This is an optimization exercise on Yosys and OpenROAD, whose aim is small area, a short achievable clock period and few clock cycles per item, not a production implementation. At most, simulation tests tie the RTL to the original design; equivalence was not proved.

## pyjamask96
module pyjamask96(
    input clk,
    input reset_n,
    input load,
    input start,
    input [7:0] byte_in,
    input [7:0] byte_key_in,
    output reg valid,
    output reg [7:0] byte_out
    );
Settings: LEC_CHECK=0, CAP_MARGIN=20, CORE_MARGIN=2, CORE_UTILIZATION=40, CTS_CLUSTER_DIAMETER=100, CTS_CLUSTER_SIZE=30, PLACE_DENSITY=0.6, SETUP_SLACK_MARGIN=5, SLEW_MARGIN=20; clock period 8.0 ns.
standard.sh (not shown) runs the stock make flow with config.mk's settings and CLKGATE_MAP_FILE= SYNTH_SCRIPT=/design/flow/synth_recipe.tcl, a recipe that flattens the netlist after the stock synthesis.
==> flow/flow/run.sh <==
#!/bin/bash
set -euo pipefail
MARGIN=5.5
NOX3=1
PLATFORM_DONT_USE=$(sed -n '/^export DONT_USE_CELLS += \\/,/[^\\]$/p' "$FLOW_HOME/platforms/sky130hd/config.mk" | grep -o 'sky130_fd_sc_hd__[a-z0-9_]*' | tr '\n' ' ')
EXTRA=()
if [[ $NOX3 == 1 ]]; then
  EXTRA+=("DONT_USE_CELLS=$PLATFORM_DONT_USE sky130_fd_sc_hd__xor3_1 sky130_fd_sc_hd__xor3_2 sky130_fd_sc_hd__xor3_4 sky130_fd_sc_hd__xnor3_1 sky130_fd_sc_hd__xnor3_2 sky130_fd_sc_hd__xnor3_4")
fi
bash standard.sh "${EXTRA[@]}" SETUP_SLACK_MARGIN=$MARGIN finish > orfs_make.log 2>&1
Testbench counts at the start, summed over its fixed seeds: cycles 8,256, blocks 192.
Change:
--- a/flow/flow/run.sh
+++ b/flow/flow/run.sh
@@ -1,5 +1,5 @@
 #!/bin/bash
 set -euo pipefail
-MARGIN=5.5
+MARGIN=5.4
 NOX3=1
 PLATFORM_DONT_USE=$(sed -n '/^export DONT_USE_CELLS += \\/,/[^\\]$/p' "$FLOW_HOME/platforms/sky130hd/config.mk" | grep -o 'sky130_fd_sc_hd__[a-z0-9_]*' | tr '\n' ' ')
--- a/flow/config.mk
+++ b/flow/config.mk
@@ -6,10 +6,10 @@
 export NUM_CORES = 4
 export LEC_CHECK = 0
-export CAP_MARGIN = 20
+export CAP_MARGIN = 0
 export CORE_MARGIN = 2
 export CORE_UTILIZATION = 40
 export CTS_CLUSTER_DIAMETER = 100
 export CTS_CLUSTER_SIZE = 30
-export PLACE_DENSITY = 0.6
+export PLACE_DENSITY = 0.75
 export SETUP_SLACK_MARGIN = 5
-export SLEW_MARGIN = 20
+export SLEW_MARGIN = 0
What happened: Area after synthesis does not change; sequential cell count stays the same; utilization is lower by 1.8 points.

========
== run A ==
Another version of the RTL of pyjamask96 (not shown whole).
For scale: about 2,200 cells after synthesis, roughly 230 flip-flops, ~29 I/O pins, roughly 0.021 mm^2 of cells after synthesis.
Settings: LEC_CHECK=0, CAP_MARGIN=20, CORE_MARGIN=2, CORE_UTILIZATION=40, PLACE_DENSITY=0.6, SETUP_SLACK_MARGIN=5, SLEW_MARGIN=20; clock period 8.0 ns.
run.sh (not shown) runs the stock make flow with config.mk's settings and CLKGATE_MAP_FILE= SYNTH_SCRIPT=/design/flow/synth_recipe.tcl, a recipe that flattens the netlist after the stock synthesis.
Stock flow here: none of the scripts above is used.
The inputs of run B differ from those of run A as listed below.
- ABC_AREA newly set to 1
Results
Run comparison: run B most common cell after layout, fill and taps aside sky130_fd_sc_hd__nand2_1; run A most common cell after layout, fill and taps aside sky130_fd_sc_hd__xnor2_1. Layout-stage area growth over the synthesis result (run B over run A): decrease, 3.2 points. Run B vs run A — final period demand of the worst path dropped 16 ps. Going from run A to run B, full die area higher, gate count of the mapped netlist higher, synthesized area higher, core area higher, number of sequential storage elements roughly the same. Run B has completed all stages; timing, DRC and antenna checks passed.
The following lists how run C was set up differently from run B:
- SETUP_SLACK_MARGIN removed (was 5)
- ABC_AREA removed (was 1)
==> run notes <==
Going from run B to run C, the die area was shrunk. Run C against run B: global-route wire length before repair lower. Changes observed in run C relative to run B: total vias in the final route lower; number of buffers and inverters on the critical path down 2. Comparing critical path depth for run B and run C, the smaller number came from run C. Measured against run C, the count of clock-buffer cells in the layout of run B comes out at 1.07 times the reference value. simple AND/OR/NAND/NOR gates as the combinational family with the most area after synthesis was reported by run B, and XOR/XNOR gates by run C. Fmax | run C vs run B | run C slower. Run C leaves less setup margin than run B.
No run of this note included a check of the RTL's function; only the layout flow was run.

========
RTL: one of the versions met above, not the one the previous note started from.
Size: ~2300 cells after synthesis, roughly 250 flip-flops.
export LEC_CHECK = 0
export CAP_MARGIN = 20
export CORE_MARGIN = 2
export CORE_UTILIZATION = 40
export CTS_CLUSTER_DIAMETER = 100
export CTS_CLUSTER_SIZE = 30
export PLACE_DENSITY = 0.75
export SETUP_SLACK_MARGIN = 5
export SLEW_MARGIN = 20
export TNS_END_PERCENT = 5
create_clock -name core_clock -period 8.0 [get_ports {clk}]
standard.sh (not shown) runs the stock make flow with config.mk's settings and CLKGATE_MAP_FILE= SYNTH_SCRIPT=/design/flow/synth_recipe.tcl, a recipe that flattens the netlist after the stock synthesis.
==> flow/flow/run.sh <==
#!/bin/bash
set -euo pipefail
MARGIN=5.4
NOX3=1
PLATFORM_DONT_USE=$(sed -n '/^export DONT_USE_CELLS += \\/,/[^\\]$/p' "$FLOW_HOME/platforms/sky130hd/config.mk" | grep -o 'sky130_fd_sc_hd__[a-z0-9_]*' | tr '\n' ' ')
EXTRA=()
if [[ $NOX3 == 1 ]]; then
  EXTRA+=("DONT_USE_CELLS=$PLATFORM_DONT_USE sky130_fd_sc_hd__xor3_1 sky130_fd_sc_hd__xor3_2 sky130_fd_sc_hd__xor3_4 sky130_fd_sc_hd__xnor3_1 sky130_fd_sc_hd__xnor3_2 sky130_fd_sc_hd__xnor3_4")
fi
bash standard.sh "${EXTRA[@]}" SETUP_SLACK_MARGIN=$MARGIN finish > orfs_make.log 2>&1
Testbench counts at the start, summed over its fixed seeds: cycles 8,256, blocks 192.
Then changed:
--- a/flow/config.mk
+++ b/flow/config.mk
@@ -10 +10 @@
-export CORE_UTILIZATION = 40
+export CORE_UTILIZATION = 60
@@ -16 +15,0 @@
-export TNS_END_PERCENT = 5
Outcome:
- setup slack gets better by 0.097 ns
- wire length goes up by a few percent
- core utilization grows by 25 points
- synthesized cell count stays the same
Then changed:
--- a/flow/config.mk
+++ b/flow/config.mk
@@ -10 +10 @@
-export CORE_UTILIZATION = 60
+export CORE_UTILIZATION = 40
@@ -13 +13 @@
-export PLACE_DENSITY = 0.75
+export PLACE_DENSITY = 0.6
After rerunning: Via count fell by 4.8%; maximum frequency climbs by 2.4%; final area is higher by 0.67%; hold slack got worse by 0.0045 ns; count of clock-buffer cells in the layout rises by 6.
Then changed:
--- a/flow/config.mk
+++ b/flow/config.mk
@@ -13 +13,2 @@
-export PLACE_DENSITY = 0.6
+export GPL_ROUTABILITY_DRIVEN = 0
+export PLACE_DENSITY = 0.75
The changed run passed the timing, DRC and antenna checks.
Cell count decreases slightly.
Core utilization decreases by 1.2 points.
Die area is unchanged.
Area after synthesis stays the same.
Global-route usage decreases by 4.0 points.
Non-clock buffer count decreases by 17.
Clock skew increases by 0.0066 ns.
Wire length decreases by roughly a tenth.

[port drivers added, routing unchanged]
How much do the figures lean on ideal ports? The routed layouts below were timed once more, with nothing changed but the port constraints.
Step 1, drivers: a clkbuf_16 drives clk and a buf_2 each remaining input, both assumed.
Step 2 moves the port delays by t, midway between the first and last clock arrival at a register: inputs arrive t later, outputs are due t later. That takes back most of the time a late clock gives input paths.
Three values: ideal ports, drivers, drivers and shift; two values: the first two.
run	t (ns)	setup WS [ns]	worst setup path at the end	worst register clock-pin slew, ns
the first run of note 1	0.583	5.401 / 5.344 / 5.138	input to register	0.12 / 0.12
the second run of note 1	0.583	5.355 / 5.297 / 5.032	input to register	0.12 / 0.12
run A	0.639	4.913 / 4.913 / 4.913	register to register	0.07 / 0.07
run B	0.664	4.929 / 4.929 / 4.739	input to register	0.07 / 0.07
run C	0.643	4.356 / 4.356 / 4.356	register to register	0.07 / 0.07
the first run of note 3	0.583	5.222 / 5.222 / 5.032	input to register	0.12 / 0.12
the second run of note 3	0.586	5.319 / 5.307 / 5.055	input to register	0.12 / 0.12
the third run of note 3	0.584	5.380 / 5.340 / 5.077	input to register	0.12 / 0.12
the fourth run of note 3	0.568	5.349 / 5.298 / 5.108	input to register	0.12 / 0.12
After both steps setup and hold are still met in every run listed. For the second run of note 1, which loses most, drivers alone change the setup slack by -0.058 ns; drivers and shift together by -0.323 ns.
